Source: an optimization exercise on an open RTL-to-GDS flow (aim: small area, a short achievable clock period and few clock cycles). Production flows keep margins and buffers that such runs may drop. The RTL was checked by simulation tests, not by an equivalence proof against the original design. Power is estimated from default activity; no workload was simulated.

[flow/design.v]
module PDU_kernel (
    input                   [ 0 : 0]            sys_clk,
    input                   [ 0 : 0]            sys_rst,
    output                  [31 : 0]            imem_addr,
    input                   [31 : 0]            imem_rdata,
    output                  [31 : 0]            dmem_addr,
    output                  [31 : 0]            dmem_wdata,
    output                  [ 0 : 0]            dmem_we,
    input                   [31 : 0]            dmem_rdata
);
    reg  [31:0] f_pc;
    reg         btb_v;
    reg  [31:0] btb_pc;
    reg  [31:0] btb_tgt;
    reg         d_v;
    reg         d_pred;
    reg  [31:0] d_pc;
    reg         e_v;
    reg         e_pred;
    reg  [31:0] e_pc;
    reg  [31:0] e_rs1;
    reg  [31:0] e_rs2;
    reg  [31:0] e_imm;
    reg         e_a_m, e_a_w, e_a_r;
    reg         e_b_m, e_b_w, e_b_r;
    reg         e_s1_m, e_s1_w, e_s1_r, e_s1_i;
    reg         e_sub;
    reg         e_s_add, e_s_slt, e_s_sltu, e_s_xor, e_s_or, e_s_and, e_s_sh;
    reg         e_s_link, e_s_tgt, e_s_imm;
    reg         e_sh_left, e_sh_arith;
    reg         e_br, e_jal, e_jalr, e_btb_new;
    reg  [ 2:0] e_f3;
    reg         e_ld, e_st, e_wen;
    reg  [ 4:0] e_rd;
    reg         m_we, m_ld, m_wen;
    reg  [ 4:0] m_rd;
    reg  [31:0] m_res;
    reg  [31:0] m_sdata;
    reg         w_ld, w_wen;
    reg  [ 4:0] w_rd;
    reg  [31:0] w_res;
    wire [31:0] w_data = w_ld ? dmem_rdata : w_res;
    reg  [31:0] rf [1:31];
    genvar gi;
    generate
        for (gi = 1; gi < 32; gi = gi + 1) begin : g_rf
            always @(posedge sys_clk)
                if (w_wen && w_rd == gi)
                    rf[gi] <= w_data;
        end
    endgenerate
    wire        btb_hit = btb_v && (btb_pc == f_pc);
    assign imem_addr = f_pc;
    wire [31:0] inst = imem_rdata;
    wire [ 4:0] opc  = inst[6:2];
    wire [ 2:0] f3   = inst[14:12];
    wire [ 4:0] rs1  = inst[19:15];
    wire [ 4:0] rs2  = inst[24:20];
    wire [ 4:0] rd   = inst[11:7];
    wire is_op    = opc == 5'b01100;
    wire is_opi   = opc == 5'b00100;
    wire is_ld    = opc == 5'b00000;
    wire is_st    = opc == 5'b01000;
    wire is_br    = opc == 5'b11000;
    wire is_lui   = opc == 5'b01101;
    wire is_auipc = opc == 5'b00101;
    wire is_jal   = opc == 5'b11011;
    wire is_jalr  = opc == 5'b11001;
    wire use1 = is_op | is_opi | is_ld | is_st | is_br | is_jalr;
    wire use2 = is_op | is_st | is_br;
    wire wen  = (is_op | is_opi | is_ld | is_lui | is_auipc | is_jal | is_jalr) & (|rd);
    wire alu  = is_op | is_opi;
    reg  [31:0] imm;
    always @(*) begin
        imm = {{20{inst[31]}}, inst[31:20]};
        if (is_br)
            imm = {{20{inst[31]}}, inst[7], inst[30:25], inst[11:8], 1'b0};
        if (is_st)
            imm = {{20{inst[31]}}, inst[31:25], inst[11:7]};
        if (is_lui || is_auipc)
            imm = {inst[31:12], 12'h0};
        if (is_jal)
            imm = {{12{inst[31]}}, inst[19:12], inst[20], inst[30:21], 1'b0};
    end
    wire [31:0] rd1 = (w_wen && w_rd == rs1) ? w_data : ((|rs1) ? rf[rs1] : 32'h0);
    wire [31:0] rd2 = (w_wen && w_rd == rs2) ? w_data : ((|rs2) ? rf[rs2] : 32'h0);
    wire f1m = e_wen && e_rd == rs1;
    wire f1w = m_wen && m_rd == rs1 && !f1m;
    wire f2m = e_wen && e_rd == rs2;
    wire f2w = m_wen && m_rd == rs2 && !f2m;
    wire haz = d_v && (
        (e_v && e_ld && e_wen && ((use1 && e_rd == rs1) || (use2 && e_rd == rs2))) ||
        (m_ld && m_wen && ((use1 && m_rd == rs1) || (use2 && m_rd == rs2))));
    wire [31:0] a  = ({32{e_a_m}} & m_res) | ({32{e_a_w}} & w_res) | ({32{e_a_r}} & e_rs1);
    wire [31:0] b  = ({32{e_b_m}} & m_res) | ({32{e_b_w}} & w_res) | ({32{e_b_r}} & e_rs2);
    wire [31:0] s1 = ({32{e_s1_m}} & m_res) | ({32{e_s1_w}} & w_res) | ({32{e_s1_r}} & e_rs2) |
                     ({32{e_s1_i}} & e_imm);
    wire [33:0] sum_x = {1'b0, a, 1'b1} + {1'b0, s1 ^ {32{e_sub}}, e_sub};
    wire [31:0] sum   = sum_x[32:1];
    wire        sltu  = !sum_x[33];
    wire        slt   = (a[31] ^ s1[31]) ? a[31] : sum[31];
    wire        eq    = a == b;
    wire        ltu   = a < b;
    wire        lt    = (a[31] ^ b[31]) ? a[31] : ltu;
    reg  [31:0] sh_in, sh_res;
    integer k;
    always @(*)
        for (k = 0; k < 32; k = k + 1)
            sh_in[k] = e_sh_left ? a[31-k] : a[k];
    wire [32:0] sh_ext = {e_sh_arith & a[31], sh_in};
    wire [32:0] sh_out = $signed(sh_ext) >>> s1[4:0];
    always @(*)
        for (k = 0; k < 32; k = k + 1)
            sh_res[k] = e_sh_left ? sh_out[31-k] : sh_out[k];
    wire [31:0] link = e_pc + 32'h4;
    wire [31:0] tgt  = e_pc + e_imm;
    wire [31:0] res =
        ({32{e_s_add}}  & sum) |
        ({32{e_s_slt}}  & {31'b0, slt}) |
        ({32{e_s_sltu}} & {31'b0, sltu}) |
        ({32{e_s_xor}}  & (a ^ s1)) |
        ({32{e_s_or}}   & (a | s1)) |
        ({32{e_s_and}}  & (a & s1)) |
        ({32{e_s_sh}}   & sh_res) |
        ({32{e_s_link}} & link) |
        ({32{e_s_tgt}}  & tgt) |
        ({32{e_s_imm}}  & e_imm);
    wire cond = e_f3[2] ? ((e_f3[1] ? ltu : lt) ^ e_f3[0]) : (~e_f3[1] & (eq ^ e_f3[0]));
    wire        redir_t  = e_v && !(e_br && e_pred);       
    wire        redir_nt = e_v && e_pred;                  
    wire        taken    = e_jal | e_jalr | (e_br & cond);
    wire        redirect = taken ? redir_t : redir_nt;
    wire [31:0] tgt_t    = e_jalr ? sum : tgt;
    wire replay = haz && !redirect;
    wire [31:0] seq_pc = haz ? d_pc : (btb_hit ? btb_tgt : f_pc + 32'h4);
    wire [31:0] pc_t   = redir_t  ? tgt_t : seq_pc;
    wire [31:0] pc_nt  = redir_nt ? link  : seq_pc;
    wire [31:0] f_next = taken ? pc_t : pc_nt;
    always @(posedge sys_clk) begin
        if (sys_rst) begin
            f_pc  <= 32'h0;
            btb_v <= 1'b0;
            d_v   <= 1'b0;
            e_v   <= 1'b0;
            e_wen <= 1'b0;
            m_we  <= 1'b0;
            m_ld  <= 1'b0;
            m_wen <= 1'b0;
            w_wen <= 1'b0;
            w_ld  <= 1'b0;
        end else begin
            f_pc  <= f_next;
            if (e_v && e_btb_new)
                btb_v <= 1'b1;
            d_v   <= !(redirect || haz);
            e_v   <= d_v && !redirect && !haz;
            e_wen <= d_v && !redirect && !haz && wen;
            m_we  <= e_v && e_st;
            m_ld  <= e_v && e_ld;
            m_wen <= e_wen;
            w_ld  <= m_ld;
            w_wen <= m_wen;
        end
    end
    always @(posedge sys_clk)
        if (e_v && e_btb_new) begin
            btb_pc  <= e_pc;
            btb_tgt <= tgt;
        end
    always @(posedge sys_clk) begin
        d_pred <= btb_hit;
        d_pc   <= f_pc;
        e_ld       <= is_ld;
        e_st       <= is_st;
        e_br       <= is_br;
        e_jal      <= is_jal;
        e_jalr     <= is_jalr;
        e_btb_new  <= is_br && inst[31] && !d_pred;
        e_pred     <= d_pred;
        e_pc       <= d_pc;
        e_rs1      <= rd1;
        e_rs2      <= rd2;
        e_imm      <= imm;
        e_rd       <= rd;
        e_f3       <= f3;
        e_a_m      <= f1m;
        e_a_w      <= f1w;
        e_a_r      <= !f1m && !f1w;
        e_b_m      <= f2m;
        e_b_w      <= f2w;
        e_b_r      <= !f2m && !f2w;
        e_s1_m     <= is_op && f2m;
        e_s1_w     <= is_op && f2w;
        e_s1_r     <= is_op && !f2m && !f2w;
        e_s1_i     <= !is_op;
        e_sub      <= alu && (f3 == 3'b010 || f3 == 3'b011 || (is_op && f3 == 3'b000 && inst[30]));
        e_s_add    <= (alu && f3 == 3'b000) || is_ld || is_st;
        e_s_slt    <= alu && f3 == 3'b010;
        e_s_sltu   <= alu && f3 == 3'b011;
        e_s_xor    <= alu && f3 == 3'b100;
        e_s_or     <= alu && f3 == 3'b110;
        e_s_and    <= alu && f3 == 3'b111;
        e_s_sh     <= alu && (f3 == 3'b001 || f3 == 3'b101);
        e_s_link   <= is_jal | is_jalr;
        e_s_tgt    <= is_auipc;
        e_s_imm    <= is_lui;
        e_sh_left  <= f3 == 3'b001;
        e_sh_arith <= inst[30] && f3 == 3'b101;
        m_rd    <= e_rd;
        m_res   <= res;
        m_sdata <= b;
        w_rd  <= m_rd;
        w_res <= m_res;
    end
    assign dmem_addr  = m_res;
    assign dmem_wdata = m_sdata;
    assign dmem_we    = m_we;
endmodule
[flow/run.sh]
#!/bin/bash
# synth_recipe.tcl (not shown) runs the flow's synth.tcl, then flattens the netlist and writes it again
# the make line also repeats each setting of config.mk as NAME=value (left out here)
make -C /OpenROAD-flow-scripts/flow DESIGN_CONFIG=/design/flow/config.mk WORK_HOME=/design/flow/orfs CLKGATE_MAP_FILE= SYNTH_SCRIPT=/design/flow/synth_recipe.tcl finish
[flow/config.mk]
export PLATFORM = sky130hd
export DESIGN_NAME = PDU_kernel
export DESIGN_NICKNAME = PDU_kernel
export VERILOG_FILES = /design/flow/design.v
export SDC_FILE = /design/flow/constraint.sdc
export NUM_CORES = 4
export LEC_CHECK = 0
export CAP_MARGIN = 20
export CORE_MARGIN = 2
export CORE_UTILIZATION = 55
export CTS_BUF_LIST = sky130_fd_sc_hd__clkbuf_8
export SETUP_SLACK_MARGIN = 5
export SLEW_MARGIN = 20
[flow/constraint.sdc]
create_clock -name core_clock -period 12.0 [get_ports {sys_clk}]
set_input_delay 2.4000 -clock core_clock [delete_from_list [all_inputs] [get_ports {sys_clk}]]
set_output_delay 2.4000 -clock core_clock [all_outputs]
set_load 0.01 [all_outputs]
==> impl_metrics.ini, run 1 <==
[status]
status = no timing/DRC/antenna violations

[sta]
maxSlewHeadroom = 0.1411
worst_slack_ns = 5.873
fin_worst_skew_ns = 0.06627
setup_viol_count_final = 0
max_freq_mhz = 163.2
period_needed_ns = 6.127
finalSetupTns_ns = 0
period_share = 0.5106
rsz0062_at_grt = false
worstMarginPinSlew_ns = 1.288
hold_viol_final = 0
drv_slew = 0

[power_and_ir_drop]
power_leakage_nw = 26.76
total_power_w = 0.01136
powerDensity_nw_per_um2 = 151.6
peakVddDrop_v = 0.0001185

[worst_setup_path]
critPathSlowestCell = nor2_4
path_delay_family = simple AND/OR/NAND/NOR gates
crit_buf_inv = 2
worstPathCellList = clkdlybuf4s50_1, nand2_1, nor2_4, buf_4, a22o_1, a221oi_1, nand3_1, nor3_1, a21oi_1, nand2_1, o21ai_0
cp_slowest_stage_delay_ns = 1.09
end_kind = flip-flop
reg2reg_from = e_a_m
cp-start-kind = primary input
cp_max_fo = 17
arrival_ns = 7.03
r2r_slack_ns = 6.14
cp.required_ns = 12.90
path_common_cell = nand2_1
critPathKind = in2reg
reg2reg_depth = 13
r2r-end = f_pc[27]

[die]
dieArea_sq_um = 123000
die_w_um = 350.7
start_util = 0.5531
core_sq_um = 119500
die_h_um = 350.7
rows = 127
pin_count = 163

[synthesis]
synth_seq_area_share = 0.5846
synth_enable_flop_cells = 1056
synthAdderAreaFrac = 0.03078
yosys.area.top_type_share = 0.4798
ys_warn_count = 34
synth.area.top_cells = edfxtp_1, dfxtp_1, a22oi_1
synthXorXnorAreaFrac = 0.02703
yosys-top-cells-count = edfxtp_1, a22oi_1, nand2_1
async_flop_share = 0
yosysMostFrequentCell = edfxtp_1
synth.distinct_cells = 82
synth_ff_type = edfxtp_1
syn_nets = 5745
synth_top_family_by_area = compound AO/OA/AOI/OAI gates
synth-simple-area-share = 0.08791
synth_area_leader_cell = edfxtp_1
syn_avg_cell_area_sq_um = 11.98
synth_area_sq_um = 66100
synth_compound_area_frac = 0.2085
synthMuxAreaShare = 0.02951
ys_ff_latch = 1402
postSynthCellCount = 5517

[clock_tree]
cts_buffers = 219
cts_hold_buf = 0
clock-sinks = 1402
post-cts-setup-buffers = 0
post_cts_resized = 0
root_buffer = clkbuf_8
tritoncts = built
insertion_delay_ns = 1.00
htreeDepth = 4
clk_pin_slew_ns = 0.06
clockBufferDepth = 3

[cells_and_area]
layout-drive-gt1-share = 0.1130
multi_input_area_sq_um = 26080
final-seq-area_sq_um = 38640
nNetsFinal = 5936
area_growth_pct = 13.33
regMostFlops = rf
largest_reg_flops = 992
nFillCells = 9451

[min_path]
hold_path_depth = 0
hold-path-endpoint = e_pc[4]
hold_class = reg2reg
worstHoldStart = d_pc[4]

[global_route]
grt_pass1_wl_um = 432700
grt-ovfl-total = 0
antenna_found_initial = 23
grt_pass1_vias = 54760
grt_start_max_net_pins = 66
track_usage = 0.5127

[place]
preCtsSetupSlack_ns = 5.314
place.gp.congestion = 1.029
portBuffers = 160
post-dp-hpwl_um = 190200

[detailed_routing]
ant_nets = 0
drc = 0
totalWireLength_um = 322800
vias_per_cell = 7.898
detail_route.wl_per_cell_um = 42.87
first_pass_iters = 15
drt-initial-drc-count = 14320
vias = 59480

[flow_run]
cap_violations = 0
## cell families after synthesis
group                      count (synthesis)
DFF                                     1402
and+or+nand+nor                         1211
AOI/OAI and AO/OA                       1822
adders and majority gates                162
muxes                                    162
buffers and inverters                    554
xor gates and xnor gates                 204
## cell type report
class | instances | share of cell area
repair buffers | 348 | 0.04029
flip-flops and latches | 1402 | 0.5158
clock inverters | 169 | 0.01550
clock buffers | 237 | 0.04355
well taps | 1612 | 0.02693
inverters | 176 | 0.008819
diodes | 26 | 0.0008686
multi-input cells | 3561 | 0.3482
## metrics by stage
step / instance area (sq um) / std cells / util / hold slack [ns]
final: 74910 / 7531 / 0.6269 / 0.3464
after global routing: 74850 / 7508 / 0.6264 / 0.3508
after CTS: 74830 / 7504 / 0.6262 / 0.3499
after detailed placement: 70400 / 7098 / 0.5892 / 0.3362
after global placement: 70350 / 7093 / 0.5888 / 0.3329
after floorplan: 66100 / 5517 / - / 0.3257
## how the worst max path moves through the flow
| stage | from | endpoint | slack [ns] | cells after the start |
|---|---|---|---|---|
| floorplan | imem_rdata[19] | f_pc[21] | 7.31 | 10 |
| global placement | imem_rdata[19] | e_rs1[0] | 5.37 | 11 |
| detailed placement | imem_rdata[19] | e_rs1[0] | 5.31 | 11 |
| CTS | imem_rdata[19] | e_rs1[0] | 6.34 | 11 |
| global route | e_s1_r | f_pc[28] | 6.03 | 16 |
| finish | imem_rdata[19] | e_rs1[0] | 5.87 | 11 |
## worst reg2reg max path: stages (launching register included)
cell and delay (ns):
dfxtp_1 0.31, buf_4 0.26, a222oi_1 1.16, inv_1 0.26, ha_1 0.50, o21ai_0 0.19, a221oi_1 0.39, a32oi_1 0.15
o21ai_1 0.48, nor2_2 0.22, o41ai_1 0.35, xor2_1 0.82, o32ai_1 0.30, a2111oi_0 0.38
## cells in the final DEF, fill, tap and decap left out, types with 129 or more instances in the layout
cell type / n
clkdlybuf4s50_1: 159
dfxtp_1: 343
nand4_1: 177
nand2_1: 361
ha_1: 161
a21oi_1: 213
edfxtp_1: 1056
a22o_1: 266
o21ai_0: 183
clkbuf_8: 237
inv_1: 246
a22oi_1: 417
a221oi_1: 278
buf_4: 183
nand3_1: 148
nor2_1: 147
a222oi_1: 129
## metal layers
| metal | GRT usage | routed length (um) |
|---|---|---|
| met1 | 0.6037 | 103300 |
| met2 | 0.7198 | 129400 |
| met3 | 0.2307 | 54520 |
| met4 | 0.4179 | 35520 |
| met5 | 0.005102 | 80 |
## power by group
part           switching, W  internal, W
Sequential         0.000136      0.00536
Combinational       0.00120     0.000524
Clock               0.00201      0.00213
Testbench counts, summed over its fixed seeds: cycles 103,759.
==> inputs of run 2 (changes only) <==
--- a/flow/config.mk
+++ b/flow/config.mk
@@ -9,4 +9,3 @@
 export CORE_MARGIN = 2
-export CORE_UTILIZATION = 55
-export CTS_BUF_LIST = sky130_fd_sc_hd__clkbuf_8
+export CORE_UTILIZATION = 40
 export SETUP_SLACK_MARGIN = 5
==> run 2 against run 1 <==
Net effect: sequential share of layout area is 0.92 points lower; utilization is 16 points lower; sequential cell count stayed put; clock power is 16% higher; fmax is 2.8% lower; critical path type unchanged; highest routed layer unchanged.
==> impl_metrics.ini, run 2 <==
[status]
status = no timing/DRC/antenna violations

[synthesis]
syn_nets = 5745
yosysMostFrequentCell = edfxtp_1
synth_ff_type = edfxtp_1
postSynthCellCount = 5517
ys_ff_latch = 1402
async_flop_share = 0
ys_warn_count = 34
synth_area_sq_um = 66100
synth.area.top_cells = edfxtp_1, dfxtp_1, a22oi_1
syn_avg_cell_area_sq_um = 11.98
yosys.area.top_type_share = 0.4798
synth_area_leader_cell = edfxtp_1
synth_seq_area_share = 0.5846
synth.distinct_cells = 82
synth_enable_flop_cells = 1056
yosys-top-cells-count = edfxtp_1, a22oi_1, nand2_1

[worst_setup_path]
critPathSlowestCell = nor2_4
path_delay_family = simple AND/OR/NAND/NOR gates
critPathKind = in2reg
cp_slowest_stage_delay_ns = 1.08
cp.required_ns = 12.74
arrival_ns = 7.05
cp_max_fo = 20
end_kind = flip-flop
worstPathCellList = clkdlybuf4s50_1, nand2b_1, nor2_4, buf_4, a22o_1, a221oi_1, nand4_1, nor3_1, a21oi_1, nand2_1, o21ai_0
cp-start-kind = primary input
crit_buf_inv = 2

[sta]
worst_slack_ns = 5.694
period_needed_ns = 6.306
hold_ws_ns = 0.3459
max_freq_mhz = 158.6
hold_viol_final = 0
period_share = 0.5255
setup_viol_count_final = 0
drv_slew = 0
maxSlewHeadroom = 0.09938
fin_worst_skew_ns = 0.06021
worstMarginPinSlew_ns = 1.341
finalSetupTns_ns = 0
rsz0062_at_grt = false

[global_route]
grt-ovfl-total = 0
antenna_found_initial = 12
track_usage = 0.3871
grt_start_max_net_pins = 66
grt_pass1_wl_um = 451300
grt_pass1_vias = 54430

[detailed_routing]
routedLengthMet1_um = 112100
detail_route.wl_per_cell_um = 42.38
vias = 58390
drc = 0
vias_per_cell = 7.333
route.met2.wl_um = 140700
first_pass_iters = 13
highest_layer = met5
totalWireLength_um = 337400
route.met3.wl_um = 50890
drt-initial-drc-count = 13490
ant_nets = 0

[power_and_ir_drop]
powerDensity_nw_per_um2 = 157.8
power_leakage_nw = 26.69
total_power_w = 0.01203
peakVddDrop_v = 0.0001343

[clock_tree]
cts_buffers = 149
cts_hold_buf = 0
post_cts_resized = 0
clock-sinks = 1402
tritoncts = built
insertion_delay_ns = 0.85
root_buffer = clkbuf_16
post-cts-setup-buffers = 0
clockBufferDepth = 3
htreeDepth = 4
clk_pin_slew_ns = 0.06

[cells_and_area]
nFillCells = 14710
nNetsFinal = 5869
layout-drive-gt1-share = 0.1050
multi_input_area_sq_um = 26130
final-seq-area_sq_um = 38640
area_growth_pct = 15.40
final_cell_mix = edfxtp_1, a22oi_1, nand2_1
largest_reg_flops = 992
finish.utilization = 0.4633
regMostFlops = rf
final_common_cell = edfxtp_1

[die]
rows = 149
die_w_um = 410.5
dieArea_sq_um = 168500
core_sq_um = 164600
pin_count = 163
start_util = 0.4015
die_h_um = 410.5

[min_path]
hold_class = reg2reg

[flow_run]
cap_violations = 0

[place]
preCtsSetupSlack_ns = 5.357
post-dp-hpwl_um = 195800
place.gp.congestion = 1.041
portBuffers = 160
[run 2: cell count changes in the layout (fill, tap and decap cells not counted), moves of 3 or more]
cell	change
diode_2	-15
buf_4	+5
inv_8	-3
clkbuf_1	+24
clkbuf_16	+154
inv_6	+4
buf_2	-3
inv_1	-75
clkbuf_8	-229
clkinv_2	-6
clkinv_1	-12
clkinv_16	+6
[run 2: final cells by class]
type | count | area share
diodes | 11 | 0.0003609
clock buffers | 187 | 0.05322
clock inverters | 85 | 0.01278
inverters | 176 | 0.008661
multi-input cells | 3561 | 0.3425
flip-flops and latches | 1402 | 0.5066
well taps | 2189 | 0.03591
repair buffers | 351 | 0.03993
[run 2: per-stage QoR]
step / cell area (sq um) / std cells
3_5_place_dp: 71160 / 7678
4_1_cts: 76190 / 7950
2_1_floorplan: 66100 / 5517
5_1_grt: 76250 / 7951
6_report: 76270 / 7962
3_3_place_gp: 71130 / 7676
[run 2: power breakdown]
| part | total [W] | internal (W) | switching, W |
|---|---|---|---|
| clock | 0.00479 | 0.00271 | 0.00208 |
| sequential | 0.00548 | 0.00535 | 0.000128 |
| combinational | 0.00176 | 0.000530 | 0.00123 |
[run 2: kinds of logic (layout without fill, tap and decap cells)]
logic type,Yosys count,after routing,share of synthesized area
mux,162,162,0.02951
simple gates,1211,1211,0.08791
compound gates,1822,1822,0.2085
buf+inv,554,799,0.03169
fa+ha+maj,162,162,0.03078
xor+xnor,204,204,0.02703
other cells,0,11,0
flops,1402,1402,0.5846
[run 2: path summary, 6_finish.rpt]
check	startpoint	endpoint	slack, ns	depth (start not counted)
min	d_pc[25]	e_pc[25]	0.35	0
min reg2reg	d_pc[25]	e_pc[25]	0.35	0
max reg2reg	e_a_m	m_res[26]	6.51	12
max	imem_rdata[18]	e_rs1[21]	5.69	11
[run 2: routing by layer]
layer  global-route usage  vias up
met3               0.1576     1739
li1                     -    22460
met5             0.004310        -
met1               0.4528    28330
met4               0.2949       31
met2               0.5657     5826
==> inputs of run 3 (changes only) <==
--- a/flow/config.mk
+++ b/flow/config.mk
@@ -7,3 +7,3 @@
 export LEC_CHECK = 0
-export CAP_MARGIN = 20
+export CAP_MARGIN = 50
 export CORE_MARGIN = 2
@@ -11,2 +11,2 @@
 export SETUP_SLACK_MARGIN = 5
-export SLEW_MARGIN = 20
+export SLEW_MARGIN = 70
==> run 3 against run 2 <==
Net effect: hold slack got worse by 0.0025 ns; sequential cell count unchanged; clock skew increased by 0.012 ns; setup slack improved by 0.45 ns; final cell count increased by 3.7%; combinational power increased by 15%; global-route usage increased by 0.83 points; area after synthesis unchanged; die area unchanged; count of clock-buffer cells in the layout increased by 12; highest routed layer unchanged.
==> impl_metrics.ini, run 3 <==
[detailed_routing]
ant_nets = 0
drc = 0
first_pass_iters = 13
drt-initial-drc-count = 14100
vias = 60370
detail_route.wl_per_cell_um = 41.65
vias_per_cell = 7.312
totalWireLength_um = 343800

[power_and_ir_drop]
power_leakage_nw = 28.92
peakVddDrop_v = 0.0001444
powerDensity_nw_per_um2 = 150.2

[sta]
maxSlewHeadroom = 0.6424
max_freq_mhz = 170.6
drv_slew = 0
finalSetupTns_ns = 0
period_share = 0.4883
rsz0062_at_grt = false
setup_viol_count_final = 0
period_needed_ns = 5.860
fin_worst_skew_ns = 0.07264
hold_viol_final = 0
worstMarginPinSlew_ns = 0.5364

[cells_and_area]
regMostFlops = rf
final_cell_mix = edfxtp_1, a22oi_1, nand2_1
final_common_cell = edfxtp_1
finalNonFillerCells = 8256
nNetsFinal = 6159
finish.utilization = 0.4997
largest_reg_flops = 992
layout-drive-gt1-share = 0.1787
area_growth_pct = 24.46
nFillCells = 14200

[worst_setup_path]
reg2reg_from = e_a_m
startpoint = e_a_m
critPathKind = reg2reg
cp-start-kind = flip-flop
reg2reg_depth = 16
cp_slowest_stage_delay_ns = 0.58
end_kind = flip-flop
critPathSlowestCell = clkdlybuf4s50_1
r2r-end = f_pc[14]
arrival_ns = 6.58
worstPathCellList = buf_6, a222oi_1, clkdlybuf4s50_1, clkdlybuf4s50_1, inv_1, ha_1, nand4_1, nor3_1, and2_1, nand4_1, xnor2_1, a311o_1, or2_0, buf_4, nand2_1, o32ai_1
cp_max_fo = 32
r2r_slack_ns = 6.14
cp.required_ns = 12.72

[die]
die_h_um = 410.5
start_util = 0.4015
dieArea_sq_um = 168500
pin_count = 163
die_w_um = 410.5
rows = 149
core_sq_um = 164600

[synthesis]
synth_area_leader_cell = edfxtp_1
postSynthCellCount = 5517
syn_avg_cell_area_sq_um = 11.98
synth_seq_area_share = 0.5846
yosysMostFrequentCell = edfxtp_1
synth_area_sq_um = 66100
yosys-top-cells-count = edfxtp_1, a22oi_1, nand2_1
synth.distinct_cells = 82
ys_ff_latch = 1402
async_flop_share = 0
synth_enable_flop_cells = 1056
synth_ff_type = edfxtp_1
yosys.area.top_type_share = 0.4798
syn_nets = 5745
synth.area.top_cells = edfxtp_1, dfxtp_1, a22oi_1
ys_warn_count = 34

[clock_tree]
root_buffer = clkbuf_16
post_cts_resized = 0
tritoncts = built
clk_pin_slew_ns = 0.06
cts_hold_buf = 0
clockBufferDepth = 3
cts_buffers = 149
htreeDepth = 4
post-cts-setup-buffers = 0
insertion_delay_ns = 0.86
clock-sinks = 1402

[global_route]
grt_start_max_net_pins = 65
antenna_found_initial = 7
grt_pass1_wl_um = 461900
grt-ovfl-total = 0
grt_pass1_vias = 56310
track_usage = 0.3954

[status]
status = no timing/DRC/antenna violations

[min_path]
hold_path_depth = 0
hold_class = reg2reg
hold-path-endpoint = e_pc[2]
worstHoldStart = d_pc[2]

[flow_run]
cap_violations = 0

[place]
place.gp.congestion = 1.041
portBuffers = 160
post-dp-hpwl_um = 227800
dp_cells = 7942
-- run 3: kinds of logic (layout without fill, tap and decap cells) --
logic type	count (synthesis)	in the layout	synth area share
mux	162	162	0.02951
fa+ha+maj	162	162	0.03078
compound gates	1822	1822	0.2085
simple gates	1211	1211	0.08791
xor+xnor	204	204	0.02703
flops	1402	1402	0.5846
buf+inv	554	1092	0.03169
other cells	0	12	0
-- run 3: layout make-up --
| type | count | area [sq um] | area share |
|---|---|---|---|
| well taps | 2189 | 2739 | 0.03329 |
| inverters | 176 | 721.9 | 0.008776 |
| repair buffers | 641 | 7122 | 0.08657 |
| diodes | 12 | 30.03 | 0.0003650 |
| flip-flops and latches | 1402 | 38680 | 0.4703 |
| clock inverters | 76 | 975.9 | 0.01186 |
| multi-input cells | 3561 | 27850 | 0.3385 |
| clock buffers | 199 | 4144 | 0.05037 |
-- run 3: stage by stage --
step | power, W | hold slack [ns] | area (sq um) | setup WS (ns)
final | 0.01235 | 0.3434 | 82260 | 6.140
after global routing | 0.01257 | 0.3515 | 82240 | 6.103
after CTS | 0.01218 | 0.3448 | 81570 | 6.646
after detailed placement | 0.007432 | 0.3364 | 76450 | 6.323
after global placement | 0.007219 | 0.3345 | 71130 | 5.383
after floorplan | 0.006384 | 0.3257 | 66100 | 7.313
-- run 3: where the power goes --
group	total (W)	switching, W	internal, W
logic	0.00202	0.00133	0.000690
clock network	0.00485	0.00209	0.00277
registers	0.00548	0.000133	0.00535
total	0.0124	0.00354	0.00881
-- run 3: worst max-delay path by stage --
stage           endpoint  slack [ns]  depth (start not counted)
2_1_floorplan   f_pc[21]        7.31                         10
3_3_place_gp   e_rs2[24]        5.38                          9
3_5_place_dp   e_rs1[30]        6.32                         16
4_1_cts         f_pc[14]        6.65                         15
5_1_grt         f_pc[14]        6.10                         16
6_report        f_pc[14]        6.14                         16
-- run 3: worst max-delay path, delay by kind of cell, from the launching register on --
kind | cells | cell delay [ns]
buffers and inverters | 5 | 1.83
and+or+nand+nor | 6 | 1.68
adders and majority gates | 1 | 0.34
DFF | 1 | 0.30
xor gates and xnor gates | 1 | 0.31
AOI/OAI and AO/OA | 3 | 1.27
-- run 3: layer usage --
layer / track usage / part of all wire
met1: 0.4553 / 0.33
met2: 0.5784 / 0.42
met3: 0.1599 / 0.15
met4: 0.3180 / 0.11
met5: 0.01494 / 0.0012
==> inputs of run 4 (changes only) <==
--- a/flow/design.v
+++ b/flow/design.v
@@ -14,2 +14,5 @@
     reg  [31:0] btb_tgt;
+    reg         i_v;
+    reg         i_pred;
+    reg  [31:0] i_pc;
     reg         d_v;
@@ -17,2 +20,3 @@
     reg  [31:0] d_pc;
+    reg  [31:0] d_inst;
     reg         e_v;
@@ -26,2 +30,6 @@
     reg         e_s1_m, e_s1_w, e_s1_r, e_s1_i;
+    reg         e_ca_m, e_ca_w, e_ca_r;
+    reg         e_cb_m, e_cb_w, e_cb_r;
+    reg         e_sa_m, e_sa_w, e_sa_r;
+    reg         e_sn_m, e_sn_w, e_sn_r, e_sn_i;
     reg         e_sub;
@@ -53,3 +61,3 @@
     assign imem_addr = f_pc;
-    wire [31:0] inst = imem_rdata;
+    wire [31:0] inst = d_inst;
     wire [ 4:0] opc  = inst[6:2];
@@ -72,2 +80,3 @@
     wire alu  = is_op | is_opi;
+    wire shift = alu && f3[1:0] == 2'b01;
     reg  [31:0] imm;
@@ -84,2 +93,6 @@
     end
+    wire [31:0] dimm = is_jal ? {{12{inst[31]}}, inst[19:12], inst[20], inst[30:21], 1'b0}
+                              : {{20{inst[31]}}, inst[7], inst[30:25], inst[11:8], 1'b0};
+    wire [31:0] dtgt = d_pc + dimm;
+    wire        dpred = is_jal || (is_br && inst[31] && !d_pred);
     wire [31:0] rd1 = (w_wen && w_rd == rs1) ? w_data : ((|rs1) ? rf[rs1] : 32'h0);
@@ -101,5 +114,10 @@
     wire        slt   = (a[31] ^ s1[31]) ? a[31] : sum[31];
-    wire        eq    = a == b;
-    wire        ltu   = a < b;
-    wire        lt    = (a[31] ^ b[31]) ? a[31] : ltu;
+    wire [31:0] ca = ({32{e_ca_m}} & m_res) | ({32{e_ca_w}} & w_res) | ({32{e_ca_r}} & e_rs1);
+    wire [31:0] cb = ({32{e_cb_m}} & m_res) | ({32{e_cb_w}} & w_res) | ({32{e_cb_r}} & e_rs2);
+    wire        eq    = ca == cb;
+    wire        ltu   = ca < cb;
+    wire        lt    = (ca[31] ^ cb[31]) ? ca[31] : ltu;
+    wire [31:0] sa = ({32{e_sa_m}} & m_res) | ({32{e_sa_w}} & w_res) | ({32{e_sa_r}} & e_rs1);
+    wire [ 4:0] sn = ({5{e_sn_m}} & m_res[4:0]) | ({5{e_sn_w}} & w_res[4:0]) |
+                     ({5{e_sn_r}} & e_rs2[4:0]) | ({5{e_sn_i}} & e_imm[4:0]);
     reg  [31:0] sh_in, sh_res;
@@ -108,5 +126,5 @@
         for (k = 0; k < 32; k = k + 1)
-            sh_in[k] = e_sh_left ? a[31-k] : a[k];
-    wire [32:0] sh_ext = {e_sh_arith & a[31], sh_in};
-    wire [32:0] sh_out = $signed(sh_ext) >>> s1[4:0];
+            sh_in[k] = e_sh_left ? sa[31-k] : sa[k];
+    wire [32:0] sh_ext = {e_sh_arith & sa[31], sh_in};
+    wire [32:0] sh_out = $signed(sh_ext) >>> sn;
     always @(*)
@@ -128,4 +146,5 @@
     wire cond = e_f3[2] ? ((e_f3[1] ? ltu : lt) ^ e_f3[0]) : (~e_f3[1] & (eq ^ e_f3[0]));
-    wire        redir_t  = e_v && !(e_br && e_pred);       
+    wire        redir_t  = e_v && !e_pred;                 
     wire        redir_nt = e_v && e_pred;                  
+    wire        dred     = d_v && dpred;
     wire        taken    = e_jal | e_jalr | (e_br & cond);
@@ -133,4 +152,5 @@
     wire [31:0] tgt_t    = e_jalr ? sum : tgt;
-    wire replay = haz && !redirect;
-    wire [31:0] seq_pc = haz ? d_pc : (btb_hit ? btb_tgt : f_pc + 32'h4);
+    wire stall   = haz && !redirect;
+    wire refetch = haz && i_v;
+    wire [31:0] seq_pc = refetch ? i_pc : ((dred && !haz) ? dtgt : (btb_hit ? btb_tgt : f_pc + 32'h4));
     wire [31:0] pc_t   = redir_t  ? tgt_t : seq_pc;
@@ -142,2 +162,3 @@
             btb_v <= 1'b0;
+            i_v   <= 1'b0;
             d_v   <= 1'b0;
@@ -154,3 +175,7 @@
                 btb_v <= 1'b1;
-            d_v   <= !(redirect || haz);
+            i_v   <= !(redirect || refetch || (dred && !haz));
+            if (!stall)
+                d_v <= i_v && !redirect && !dred;
+            if (redirect)
+                d_v <= 1'b0;
             e_v   <= d_v && !redirect && !haz;
@@ -170,4 +195,9 @@
     always @(posedge sys_clk) begin
-        d_pred <= btb_hit;
-        d_pc   <= f_pc;
+        i_pred <= btb_hit;
+        i_pc   <= f_pc;
+        if (!haz) begin
+            d_pred <= i_pred;
+            d_pc   <= i_pc;
+            d_inst <= imem_rdata;
+        end
         e_ld       <= is_ld;
@@ -178,3 +208,3 @@
         e_btb_new  <= is_br && inst[31] && !d_pred;
-        e_pred     <= d_pred;
+        e_pred     <= d_pred || dpred;
         e_pc       <= d_pc;
@@ -188,5 +218,5 @@
         e_a_r      <= !f1m && !f1w;
-        e_b_m      <= f2m;
-        e_b_w      <= f2w;
-        e_b_r      <= !f2m && !f2w;
+        e_b_m      <= is_st && f2m;
+        e_b_w      <= is_st && f2w;
+        e_b_r      <= is_st && !f2m && !f2w;
         e_s1_m     <= is_op && f2m;
@@ -195,2 +225,15 @@
         e_s1_i     <= !is_op;
+        e_ca_m     <= is_br && f1m;
+        e_ca_w     <= is_br && f1w;
+        e_ca_r     <= is_br && !f1m && !f1w;
+        e_cb_m     <= is_br && f2m;
+        e_cb_w     <= is_br && f2w;
+        e_cb_r     <= is_br && !f2m && !f2w;
+        e_sa_m     <= shift && f1m;
+        e_sa_w     <= shift && f1w;
+        e_sa_r     <= shift && !f1m && !f1w;
+        e_sn_m     <= shift && is_op && f2m;
+        e_sn_w     <= shift && is_op && f2w;
+        e_sn_r     <= shift && is_op && !f2m && !f2w;
+        e_sn_i     <= shift && !is_op;
         e_sub      <= alu && (f3 == 3'b010 || f3 == 3'b011 || (is_op && f3 == 3'b000 && inst[30]));
@@ -202,3 +245,3 @@
         e_s_and    <= alu && f3 == 3'b111;
-        e_s_sh     <= alu && (f3 == 3'b001 || f3 == 3'b101);
+        e_s_sh     <= shift;
         e_s_link   <= is_jal | is_jalr;
--- a/flow/config.mk
+++ b/flow/config.mk
@@ -7,3 +7,3 @@
 export LEC_CHECK = 0
-export CAP_MARGIN = 50
+export CAP_MARGIN = 20
 export CORE_MARGIN = 2
@@ -11,2 +11,2 @@
 export SETUP_SLACK_MARGIN = 5
-export SLEW_MARGIN = 70
+export SLEW_MARGIN = 20
==> run 4 against run 3 <==
Net effect: die area grew 7.3%; clock power rose by 4.3%; critical path type unchanged; total power down 1.8%; largest cell class unchanged; critical endpoint is now f_pc[29]; first-iteration DRC count down 0.57%; combinational power shrank 39%; clock skew increased by 0.0059 ns.
==> impl_metrics.ini, run 4 <==
[status]
status = no timing/DRC/antenna violations

[sta]
finalSetupTns_ns = 0
rsz0062_at_grt = false
worstMarginPinSlew_ns = 1.337
period_needed_ns = 5.450
max_freq_mhz = 183.5
drv_slew = 0
hold_viol_final = 0
maxSlewHeadroom = 0.1088
setup_viol_count_final = 0
fin_worst_skew_ns = 0.07852
period_share = 0.4542

[worst_setup_path]
r2r_slack_ns = 6.55
cp_max_fo = 19
cp-start-kind = flip-flop
critPathKind = reg2reg
cp.required_ns = 12.72
arrival_ns = 6.17
reg2reg_depth = 17
r2r-end = f_pc[29]
reg2reg_from = d_inst[5]
end_kind = flip-flop

[clock_tree]
post-cts-setup-buffers = 0
insertion_delay_ns = 0.87
tritoncts = built
root_buffer = clkbuf_16
cts_buffers = 161
htreeDepth = 4
clock-sinks = 1479
clockBufferDepth = 3
post_cts_resized = 0
clk_pin_slew_ns = 0.06
cts_hold_buf = 0

[synthesis]
synth_area_sq_um = 70980
synth_enable_flop_cells = 1119
syn_avg_cell_area_sq_um = 11.87
ys_ff_latch = 1479
yosysMostFrequentCell = edfxtp_1
synth_seq_area_share = 0.5750
yosys.area.top_type_share = 0.4734
syn_nets = 6239
synth_ff_type = edfxtp_1
synth.distinct_cells = 92
synth.area.top_cells = edfxtp_1, dfxtp_1, a22oi_1
synth_area_leader_cell = edfxtp_1
yosys-top-cells-count = edfxtp_1, a22oi_1, nand2_1
postSynthCellCount = 5980
ys_warn_count = 34
async_flop_share = 0

[global_route]
grt-ovfl-total = 0
grt_pass1_vias = 58090
track_usage = 0.3746
grt_pass1_wl_um = 471800
antenna_found_initial = 18
grt_start_max_net_pins = 66

[cells_and_area]
multi_input_area_sq_um = 28460
regMostFlops = rf
final-seq-area_sq_um = 40820
area_growth_pct = 14.54
final_cell_mix = edfxtp_1, a22oi_1, nand2_1
fin_area_sq_um = 81300
nFillCells = 15850
nNetsFinal = 6328
largest_reg_flops = 992
layout-drive-gt1-share = 0.09740
final_common_cell = edfxtp_1
finalNonFillerCells = 8551

[power_and_ir_drop]
peakVddDrop_v = 0.0001411
p_int_w = 0.008799
power_leakage_nw = 28.85
total_power_w = 0.01214
p_clk_frac = 0.417
seqPwrFrac = 0.482
sw_frac_of_total = 0.2750
power_frac_comb = 0.101
switching_power_w = 0.003338
powerDensity_nw_per_um2 = 149.3

[detailed_routing]
ant_nets = 0
detail_route.wl_per_cell_um = 41.06
drc = 0
vias_per_cell = 7.324
totalWireLength_um = 351100
first_pass_iters = 11
drt-initial-drc-count = 14020
vias = 62630

[die]
start_util = 0.4026
dieArea_sq_um = 180800
core_sq_um = 176300
die_w_um = 425.2
die_h_um = 425.2
rows = 154
pin_count = 163

[place]
dp_cells = 8242
portBuffers = 160
place.gp.congestion = 1.030
placed_cell_area_sq_um = 75930
post-dp-hpwl_um = 218600

[flow_run]
cap_violations = 0

[min_path]
worstHoldStart = d_pc[23]
hold_class = reg2reg
hold_path_depth = 0
hold-path-endpoint = e_pc[23]
[run 4: layer usage]
layer | part of all wire | global-route usage | vias to the layer above
li1 | - | - | 24300
met1 | 0.33 | 0.4446 | 30150
met2 | 0.42 | 0.5465 | 6322
met3 | 0.15 | 0.1503 | 1829
met4 | 0.095 | 0.2728 | 35
met5 | 0.0016 | 0.01587 | -
[run 4: cell type report]
type,count,share of cell area
Antenna cell,10,0.0003078
Sequential cell,1479,0.5021
Clock inverter,93,0.01276
Inverter,207,0.009557
Multi-Input combinational cell,3875,0.3501
Timing Repair Buffer,345,0.03666
Clock buffer,202,0.05257
Tap cell,2340,0.03601
[run 4: through the flow]
stage,utilization,worst slack (ns),hold WS [ns]
5_1_grt,0.4610,6.255,0.3843
3_3_place_gp,0.4307,6.699,0.3532
3_5_place_dp,0.4307,6.716,0.3607
4_1_cts,0.4608,6.669,0.3685
6_report,0.4611,6.550,0.3729
2_1_floorplan,-,7.904,0.3462
[run 4: critical path: stages, from the launching register on]
cell	delay [ns]
edfxtp_1	0.61
nor2b_1	0.24
nand3_1	0.15
inv_1	0.10
and2_1	0.67
mux2_2	0.42
ha_1	0.21
fa_1	0.47
a211oi_1	0.27
nor2_1	0.14
o211ai_1	0.40
a211oi_1	0.21
nor2_1	0.28
o21ai_1	0.19
and4b_1	0.21
or4_1	0.53
o211ai_1	0.12
a31oi_1	0.11
[run 4: how the worst max path moves through the flow]
| stage | slack [ns] | to | startpoint |
|---|---|---|---|
| final | 6.55 | f_pc[29] | d_inst[5] |
| after global routing | 6.26 | f_pc[29] | d_inst[4] |
| after CTS | 6.67 | f_pc[29] | d_inst[5] |
| after detailed placement | 6.72 | f_pc[29] | d_inst[5] |
| after global placement | 6.70 | f_pc[23] | e_cb_m |
| after floorplan | 7.90 | f_pc[29] | d_inst[5] |
[run 4: kinds of logic (layout without fill, tap and decap cells)]
| family | Yosys count | after routing | synth area share |
|---|---|---|---|
| flops | 1479 | 1479 | 0.5750 |
| compound gates | 2026 | 2026 | 0.2186 |
| fa+ha+maj | 193 | 193 | 0.03423 |
| xor+xnor | 227 | 227 | 0.02812 |
| mux | 165 | 165 | 0.02412 |
| other cells | 0 | 10 | 0 |
| simple gates | 1264 | 1264 | 0.08566 |
| buf+inv | 626 | 847 | 0.03427 |
[run 4: power groups by stage]
stage | registers, W | clock network, W | logic (W)
final | 0.00585 | 0.00506 | 0.00123
after global placement | 0.00594 | 0 | 0.00115
after global routing | 0.00584 | 0.00526 | 0.00127
after floorplan | 0.00580 | 0 | 0.000660
after detailed placement | 0.00594 | 0 | 0.00116
after CTS | 0.00583 | 0.00505 | 0.00116
Testbench counts of run 4, summed over its fixed seeds: cycles 106,985.
==> inputs of run 5 (changes only) <==
--- a/flow/design.v
+++ b/flow/design.v
@@ -21,2 +21,4 @@
     reg  [31:0] d_inst;
+    reg         d_jal;       
+    reg         d_bbr;       
     reg         e_v;
@@ -39,2 +41,3 @@
     reg         e_br, e_jal, e_jalr, e_btb_new;
+    reg         e_br_eq, e_br_lt, e_cmp_sgn;
     reg  [ 2:0] e_f3;
@@ -93,6 +96,6 @@
     end
-    wire [31:0] dimm = is_jal ? {{12{inst[31]}}, inst[19:12], inst[20], inst[30:21], 1'b0}
-                              : {{20{inst[31]}}, inst[7], inst[30:25], inst[11:8], 1'b0};
+    wire [31:0] dimm = d_jal ? {{12{inst[31]}}, inst[19:12], inst[20], inst[30:21], 1'b0}
+                             : {{20{inst[31]}}, inst[7], inst[30:25], inst[11:8], 1'b0};
     wire [31:0] dtgt = d_pc + dimm;
-    wire        dpred = is_jal || (is_br && inst[31] && !d_pred);
+    wire        dpred = d_jal || (d_bbr && !d_pred);
     wire [31:0] rd1 = (w_wen && w_rd == rs1) ? w_data : ((|rs1) ? rf[rs1] : 32'h0);
@@ -116,5 +119,31 @@
     wire [31:0] cb = ({32{e_cb_m}} & m_res) | ({32{e_cb_w}} & w_res) | ({32{e_cb_r}} & e_rs2);
-    wire        eq    = ca == cb;
-    wire        ltu   = ca < cb;
-    wire        lt    = (ca[31] ^ cb[31]) ? ca[31] : ltu;
+    wire [31:0] cx = {ca[31] ^ e_cmp_sgn, ca[30:0]};
+    wire [31:0] cy = {cb[31] ^ e_cmp_sgn, cb[30:0]};
+    wire [31:0] cl0 = ~cx & cy;
+    wire [31:0] ce0 = ~(cx ^ cy);
+    wire [15:0] cl1, ce1;
+    wire [ 7:0] cl2, ce2;
+    wire [ 3:0] cl3, ce3;
+    wire [ 1:0] cl4, ce4;
+    genvar ci;
+    generate
+        for (ci = 0; ci < 16; ci = ci + 1) begin : g_c1
+            assign cl1[ci] = cl0[2*ci+1] | (ce0[2*ci+1] & cl0[2*ci]);
+            assign ce1[ci] = ce0[2*ci+1] & ce0[2*ci];
+        end
+        for (ci = 0; ci < 8; ci = ci + 1) begin : g_c2
+            assign cl2[ci] = cl1[2*ci+1] | (ce1[2*ci+1] & cl1[2*ci]);
+            assign ce2[ci] = ce1[2*ci+1] & ce1[2*ci];
+        end
+        for (ci = 0; ci < 4; ci = ci + 1) begin : g_c3
+            assign cl3[ci] = cl2[2*ci+1] | (ce2[2*ci+1] & cl2[2*ci]);
+            assign ce3[ci] = ce2[2*ci+1] & ce2[2*ci];
+        end
+        for (ci = 0; ci < 2; ci = ci + 1) begin : g_c4
+            assign cl4[ci] = cl3[2*ci+1] | (ce3[2*ci+1] & cl3[2*ci]);
+            assign ce4[ci] = ce3[2*ci+1] & ce3[2*ci];
+        end
+    endgenerate
+    wire        lt    = cl4[1] | (ce4[1] & cl4[0]);
+    wire        eq    = ce4[1] & ce4[0];
     wire [31:0] sa = ({32{e_sa_m}} & m_res) | ({32{e_sa_w}} & w_res) | ({32{e_sa_r}} & e_rs1);
@@ -145,3 +174,3 @@
         ({32{e_s_imm}}  & e_imm);
-    wire cond = e_f3[2] ? ((e_f3[1] ? ltu : lt) ^ e_f3[0]) : (~e_f3[1] & (eq ^ e_f3[0]));
+    wire cond = (e_br_eq & (eq ^ e_f3[0])) | (e_br_lt & (lt ^ e_f3[0]));
     wire        redir_t  = e_v && !e_pred;                 
@@ -149,3 +178,3 @@
     wire        dred     = d_v && dpred;
-    wire        taken    = e_jal | e_jalr | (e_br & cond);
+    wire        taken    = e_jal | e_jalr | cond;
     wire        redirect = taken ? redir_t : redir_nt;
@@ -154,3 +183,4 @@
     wire refetch = haz && i_v;
-    wire [31:0] seq_pc = refetch ? i_pc : ((dred && !haz) ? dtgt : (btb_hit ? btb_tgt : f_pc + 32'h4));
+    wire        dsel   = dred && !haz;
+    wire [31:0] seq_pc = dsel ? dtgt : (refetch ? i_pc : (btb_hit ? btb_tgt : f_pc + 32'h4));
     wire [31:0] pc_t   = redir_t  ? tgt_t : seq_pc;
@@ -201,2 +231,4 @@
             d_inst <= imem_rdata;
+            d_jal  <= imem_rdata[6:2] == 5'b11011;
+            d_bbr  <= imem_rdata[6:2] == 5'b11000 && imem_rdata[31];
         end
@@ -205,2 +237,5 @@
         e_br       <= is_br;
+        e_br_eq    <= is_br && f3[2:1] == 2'b00;
+        e_br_lt    <= is_br && f3[2];
+        e_cmp_sgn  <= !f3[1];
         e_jal      <= is_jal;
--- a/flow/config.mk
+++ b/flow/config.mk
@@ -9,3 +9,4 @@
 export CORE_MARGIN = 2
-export CORE_UTILIZATION = 40
+export CORE_UTILIZATION = 50
+export CTS_BUF_LIST = sky130_fd_sc_hd__clkbuf_8
 export SETUP_SLACK_MARGIN = 5
==> run 5 against run 4 <==
Net effect: setup slack worse by 0.14 ns; synthesized cell count shrank 0.69%; cell area decreased by 1.3%; global-route usage grew 8.7 points; count of clock-buffer cells in the layout up 52; non-clock buffer count decreased by 20; hold slack got worse by 0.0042 ns; area after synthesis decreased by 0.21%; wire length is 1.6% lower; sequential share of layout area up 0.76 points; fmax decreased by 2.5%; clock power decreased by 9.1%; critical path type unchanged; largest cell class unchanged; largest power group unchanged; highest routed layer unchanged.
==> impl_metrics.ini, run 5 <==
[sta]
finalSetupTns_ns = 0
period_share = 0.4658
max_freq_mhz = 178.9
worstMarginPinSlew_ns = 1.345
drv_slew = 0
rsz0062_at_grt = false
setup_viol_count_final = 0
hold_viol_final = 0
fin_worst_skew_ns = 0.08495
period_needed_ns = 5.590
maxSlewHeadroom = 0.09619

[min_path]
hold_class = reg2reg
hold_path_depth = 0
hold-path-endpoint = e_pc[0]
worstHoldStart = d_pc[0]

[worst_setup_path]
critPathSlowestCell = dfxtp_1
end_kind = flip-flop
reg2reg_from = m_res[31]
path_delay_family = simple AND/OR/NAND/NOR gates
r2r-end = f_pc[31]
cp-start-kind = flip-flop
critPathKind = reg2reg
reg2reg_depth = 13
cp_max_fo = 16
cp_slowest_stage_delay_ns = 0.73
worstPathCellList = a222oi_1, xor2_1, ha_1, nand2_1, nor4_1, nand4_1, xnor2_1, a221oi_1, a31o_2, nand2b_1, nor4_1, a221oi_1, o2bb2ai_1
r2r_slack_ns = 6.41
cp.required_ns = 12.96
crit_buf_inv = 0
startpoint = m_res[31]
arrival_ns = 6.55

[clock_tree]
cts_hold_buf = 0
clockBufferDepth = 3
post_cts_resized = 0
clk_pin_slew_ns = 0.07
htreeDepth = 4
post-cts-setup-buffers = 0
root_buffer = clkbuf_8
clock-sinks = 1481
tritoncts = built
insertion_delay_ns = 1.05
cts_buffers = 237

[synthesis]
syn_avg_cell_area_sq_um = 11.93
synth_area_leader_cell = edfxtp_1
synth_enable_flop_cells = 1121
yosys.area.top_type_share = 0.4753
synth_area_sq_um = 70830
synth.area.top_cells = edfxtp_1, dfxtp_1, a22oi_1
synth.distinct_cells = 84
ys_warn_count = 34
async_flop_share = 0
yosysMostFrequentCell = edfxtp_1
postSynthCellCount = 5939
syn_nets = 6198
ys_ff_latch = 1481
synth_seq_area_share = 0.5770
synth_ff_type = edfxtp_1
yosys-top-cells-count = edfxtp_1, a22oi_1, dfxtp_1

[place]
place.gp.congestion = 1.016
post-dp-hpwl_um = 209800
portBuffers = 160

[global_route]
grt-ovfl-total = 0
antenna_found_initial = 20
grt_start_max_net_pins = 66
grt_pass1_wl_um = 466300
track_usage = 0.4620
grt_pass1_vias = 59290

[detailed_routing]
vias_per_cell = 7.609
drc = 0
ant_nets = 0
drt-initial-drc-count = 13220
detail_route.wl_per_cell_um = 42.15
totalWireLength_um = 345500
vias = 62370
first_pass_iters = 14

[die]
dieArea_sq_um = 144700
start_util = 0.5021
die_h_um = 380.4
pin_count = 163
die_w_um = 380.4
core_sq_um = 141100
rows = 138

[flow_run]
cap_violations = 0

[cells_and_area]
nNetsFinal = 6345
layout-drive-gt1-share = 0.1092
regMostFlops = rf
largest_reg_flops = 992
final_common_cell = edfxtp_1
final_cell_mix = edfxtp_1, a22oi_1, nand2_1, dfxtp_1, inv_1
area_growth_pct = 13.24

[status]
status = no timing/DRC/antenna violations

[power_and_ir_drop]
powerDensity_nw_per_um2 = 145.4
total_power_w = 0.01167
power_leakage_nw = 28.53
peakVddDrop_v = 0.0001091
## run 5: cell types whose count changed after synthesis, sizes merged, moves of 17 or more
cell / before / now
nand2: 418 / 358
a21oi: 251 / 205
xnor2: 104 / 136
a21o: 69 / 39
o22ai: 38 / 68
xor2: 123 / 95
a22o: 254 / 237
## run 5: routing by layer
metal  track usage  vias up  wire length, um
met5      0.007606        -              154
met4        0.3756       20            36650
met3        0.1747     1939            50420
met2        0.6875     6133           146000
met1        0.5308    29920           112300
li1              -    24350                -
## run 5: worst max-delay path by stage
stage               endpoint  slack, ns  cells past startpoint
CTS                 f_pc[31]       6.65                     13
global placement    f_pc[31]       6.73                     13
finish              f_pc[31]       6.41                     13
detailed placement  f_pc[31]       6.64                     13
floorplan           f_pc[16]       8.40                     14
global route        f_pc[31]       6.34                     14
## run 5: logic make-up (layout without fill, tap and decap cells)
kind of cell	count (synthesis)	after routing	synth area share
DFF	1481	1481	0.5770
muxes	181	181	0.02743
AOI/OAI and AO/OA	1993	1993	0.2151
adders and majority gates	193	193	0.03431
buffers and inverters	640	994	0.03441
and+or+nand+nor	1220	1220	0.08319
xor gates and xnor gates	231	231	0.02856
other	0	14	0
## run 5: area by class of cell
class                   instances  area (sq um)
multi-input cells            3818         28290
repair buffers                325          2843
flip-flops and latches       1481         40880
diodes                         14         35.03
fillers                     11830         60860
clock buffers                 254          3496
well taps                    1890          2365
clock inverters               192          1466
inverters                     223         837.1
## run 5: power breakdown
group	switching (W)	total, W	internal (W)
clock	0.00219	0.00460	0.00241
combinational	0.000819	0.00118	0.000364
sequential	0.000251	0.00588	0.00563
total	0.00326	0.0117	0.00840
## run 5: through the flow
stage                     area, sq um    util  worst slack, ns  hold WS [ns]  instances
after floorplan                 70830       -            8.403        0.3479       5939
after global placement          75150  0.5327            6.734        0.3541       7736
after detailed placement        75150  0.5327            6.639        0.3628       7736
after CTS                       80110  0.5679            6.649        0.3632       8182
after global routing            80180  0.5683            6.338        0.3460       8185
final                           80210  0.5686            6.410        0.3687       8197
Testbench counts of run 5, summed over its fixed seeds: cycles 106,985.
==> inputs of run 6 (changes only) <==
--- a/flow/design.v
+++ b/flow/design.v
@@ -11,2 +11,4 @@
     reg  [31:0] f_pc;
+    reg         r_v;
+    reg  [31:0] r_pc;
     reg         btb_v;
@@ -175,9 +177,7 @@
     wire cond = (e_br_eq & (eq ^ e_f3[0])) | (e_br_lt & (lt ^ e_f3[0]));
-    wire        redir_t  = e_v && !e_pred;                 
-    wire        redir_nt = e_v && e_pred;                  
+    wire        e_ok     = e_v && !r_v;
     wire        dred     = d_v && dpred;
     wire        taken    = e_jal | e_jalr | cond;
-    wire        redirect = taken ? redir_t : redir_nt;
+    wire        redirect = e_ok && (taken ? !e_pred : e_pred);
     wire [31:0] tgt_t    = e_jalr ? sum : tgt;
-    wire stall   = haz && !redirect;
     wire refetch = haz && i_v;
@@ -185,5 +185,3 @@
     wire [31:0] seq_pc = dsel ? dtgt : (refetch ? i_pc : (btb_hit ? btb_tgt : f_pc + 32'h4));
-    wire [31:0] pc_t   = redir_t  ? tgt_t : seq_pc;
-    wire [31:0] pc_nt  = redir_nt ? link  : seq_pc;
-    wire [31:0] f_next = taken ? pc_t : pc_nt;
+    wire [31:0] f_next = r_v ? r_pc : seq_pc;
     always @(posedge sys_clk) begin
@@ -191,2 +189,3 @@
             f_pc  <= 32'h0;
+            r_v   <= 1'b0;
             btb_v <= 1'b0;
@@ -203,14 +202,15 @@
             f_pc  <= f_next;
-            if (e_v && e_btb_new)
+            r_v   <= redirect;
+            if (e_ok && e_btb_new)
                 btb_v <= 1'b1;
-            i_v   <= !(redirect || refetch || (dred && !haz));
-            if (!stall)
-                d_v <= i_v && !redirect && !dred;
-            if (redirect)
+            i_v   <= !(r_v || refetch || dsel);
+            if (!haz)
+                d_v <= i_v && !dred;
+            if (r_v)
                 d_v <= 1'b0;
-            e_v   <= d_v && !redirect && !haz;
-            e_wen <= d_v && !redirect && !haz && wen;
-            m_we  <= e_v && e_st;
-            m_ld  <= e_v && e_ld;
-            m_wen <= e_wen;
+            e_v   <= d_v && !r_v && !haz;
+            e_wen <= d_v && !r_v && !haz && wen;
+            m_we  <= e_ok && e_st;
+            m_ld  <= e_ok && e_ld;
+            m_wen <= e_wen && !r_v;
             w_ld  <= m_ld;
@@ -220,3 +220,3 @@
     always @(posedge sys_clk)
-        if (e_v && e_btb_new) begin
+        if (e_ok && e_btb_new) begin
             btb_pc  <= e_pc;
@@ -225,2 +225,3 @@
     always @(posedge sys_clk) begin
+        r_pc   <= e_pred ? link : tgt_t;      
         i_pred <= btb_hit;
--- a/flow/config.mk
+++ b/flow/config.mk
@@ -10,3 +10,4 @@
 export CORE_UTILIZATION = 50
-export CTS_BUF_LIST = sky130_fd_sc_hd__clkbuf_8
+export CTS_CLUSTER_DIAMETER = 80
+export CTS_CLUSTER_SIZE = 22
 export SETUP_SLACK_MARGIN = 5
==> run 6 against run 5 <==
Net effect: fmax up 14%; synthesized cell count increased by 0.71%; die area up 1.5%; clock skew decreased by 0.032 ns; sequential cell count increased by 33; sequential power increased by 2%; sequential share of layout area is 1.4 points higher; first-iteration DRC count rose by 4.2%; highest routed layer unchanged.
==> impl_metrics.ini, run 6 <==
[die]
start_util = 0.5021
core_sq_um = 143100
dieArea_sq_um = 146800
pin_count = 163
die_w_um = 383.1
die_h_um = 383.1
rows = 139

[status]
status = no timing/DRC/antenna violations

[synthesis]
async_flop_share = 0
ys_warn_count = 34
synth_area_sq_um = 71870
yosysMostFrequentCell = edfxtp_1
synth_seq_area_share = 0.5778
ys_ff_latch = 1514
yosys.area.top_type_share = 0.4684
synth.area.top_cells = edfxtp_1, dfxtp_1, a22oi_1
synth_enable_flop_cells = 1121
postSynthCellCount = 5981
synth_ff_type = edfxtp_1
yosys-top-cells-count = edfxtp_1, a22oi_1, dfxtp_1
synth.distinct_cells = 88
syn_nets = 6240
synth_area_leader_cell = edfxtp_1
syn_avg_cell_area_sq_um = 12.02

[worst_setup_path]
cp_max_fo = 32
r2r_slack_ns = 7.11
cp_slowest_stage_delay_ns = 0.85
reg2reg_depth = 14
startpoint = e_a_m
critPathSlowestCell = a222oi_1
end_kind = flip-flop
critPathKind = reg2reg
crit_buf_inv = 3
path_delay_family = compound AO/OA/AOI/OAI gates
cp.required_ns = 12.64
r2r-end = m_res[24]
arrival_ns = 5.53
reg2reg_from = e_a_m
worstPathCellList = buf_4, a222oi_1, inv_1, ha_1, a211oi_1, o211ai_1, a221oi_1, buf_4, o31ai_1, a31oi_1, o21ai_0, xor2_1, nand2_1, o211ai_1
cp-start-kind = flip-flop

[min_path]
worstHoldStart = d_pc[8]
hold_path_depth = 0
hold_class = reg2reg
hold-path-endpoint = e_pc[8]

[clock_tree]
insertion_delay_ns = 0.78
post_cts_resized = 0
root_buffer = clkbuf_16
tritoncts = built
clock-sinks = 1514
htreeDepth = 3
post-cts-setup-buffers = 0
clk_pin_slew_ns = 0.09
cts_buffers = 90
clockBufferDepth = 3
cts_hold_buf = 0

[cells_and_area]
final_common_cell = edfxtp_1
nNetsFinal = 6267
finish.utilization = 0.5542
regMostFlops = rf
finalNonFillerCells = 7979
area_growth_pct = 10.36
final_cell_mix = edfxtp_1, a22oi_1, dfxtp_1
nFillCells = 12040
multi_input_area_sq_um = 28730
final-seq-area_sq_um = 41540
largest_reg_flops = 992
layout-drive-gt1-share = 0.08093

[sta]
period_needed_ns = 4.891
fin_worst_skew_ns = 0.05256
hold_viol_final = 0
rsz0062_at_grt = false
worst_slack_ns = 7.109
period_share = 0.4076
drv_slew = 0
maxSlewHeadroom = 0.1238
setup_viol_count_final = 0
finalSetupTns_ns = 0
worstMarginPinSlew_ns = 1.301
max_freq_mhz = 204.5

[global_route]
grt_pass1_wl_um = 460600
antenna_found_initial = 13
grt_pass1_vias = 57460
track_usage = 0.4509
grt-ovfl-total = 0
grt_start_max_net_pins = 67

[detailed_routing]
vias = 61810
drt-initial-drc-count = 13770
first_pass_iters = 15
totalWireLength_um = 340900
vias_per_cell = 7.747
detail_route.wl_per_cell_um = 42.73
drc = 0
ant_nets = 0

[place]
portBuffers = 160
dp_cells = 7814
place.gp.congestion = 1.000
post-dp-hpwl_um = 208900
preCtsSetupSlack_ns = 7.276

[power_and_ir_drop]
powerDensity_nw_per_um2 = 133.6
peakVddDrop_v = 0.0001363
power_frac_comb = 0.115
power_leakage_nw = 27.89
p_int_w = 0.007622
switching_power_w = 0.002975
seqPwrFrac = 0.564
sw_frac_of_total = 0.2807
p_clk_frac = 0.322

[flow_run]
cap_violations = 0
-- run 6: cell types whose count changed in the layout (fill, tap and decap cells not counted), sizes merged, moves of 21 or more --
cell | previous run | this run
clkbuf | 254 | 117
nand2 | 358 | 337
inv | 290 | 236
a22o | 237 | 262
clkinv | 100 | 13
dfxtp | 360 | 393
o211ai | 68 | 43
-- run 6: how the worst max path moves through the flow --
stage,endpoint,slack (ns),cells past startpoint
after CTS,m_res[24],7.21,14
final,m_res[24],7.11,14
after global routing,m_res[24],6.91,14
after global placement,m_res[24],7.20,14
after detailed placement,m_res[24],7.28,14
after floorplan,m_res[30],8.57,13
-- run 6: kinds of logic (layout without fill, tap and decap cells) --
logic type,after synthesis,in the layout,synth area share
other cells,0,9,0
buf+inv,625,711,0.03320
mux,203,203,0.03132
fa+ha+maj,193,193,0.03381
compound gates,2006,2006,0.2138
flops,1514,1514,0.5778
simple gates,1204,1204,0.08133
xor+xnor,236,236,0.02876
-- run 6: power by group through the flow --
stage	clock network [W]	logic [W]	registers (W)
global route	0.00356	0.00125	0.00597
CTS	0.00340	0.00115	0.00596
finish	0.00341	0.00121	0.00598
detailed placement	0	0.00114	0.00608
floorplan	0	0.000658	0.00594
global placement	0	0.00114	0.00608
-- run 6: final cells by class --
cell class / instances / area share
timing repair buffer: 342 / 0.03762
sequential: 1514 / 0.5236
clock buffer: 116 / 0.03028
tap: 1903 / 0.03002
clock inverter: 35 / 0.005663
multi-input combinational: 3842 / 0.3622
inverter: 218 / 0.01032
antenna: 9 / 0.0002839
-- run 6: per-layer routing --
layer	part of all wire	routed length [um]	global-route usage
met3	0.15	49620	0.1579
met2	0.42	144200	0.6662
met5	0.00050	169	0
met1	0.34	114700	0.5449
met4	0.094	32170	0.3311
-- run 6: metrics by stage --
stage / power (W) / instance area, sq um / hold WS (ns)
2_1_floorplan: 0.006598 / 71870 / 0.3487
3_3_place_gp: 0.007215 / 76380 / 0.3590
3_5_place_dp: 0.007218 / 76380 / 0.3662
4_1_cts: 0.01050 / 79230 / 0.3868
5_1_grt: 0.01078 / 79300 / 0.4024
6_report: 0.01060 / 79320 / 0.3845
Testbench counts of run 6, summed over its fixed seeds: cycles 109,990.
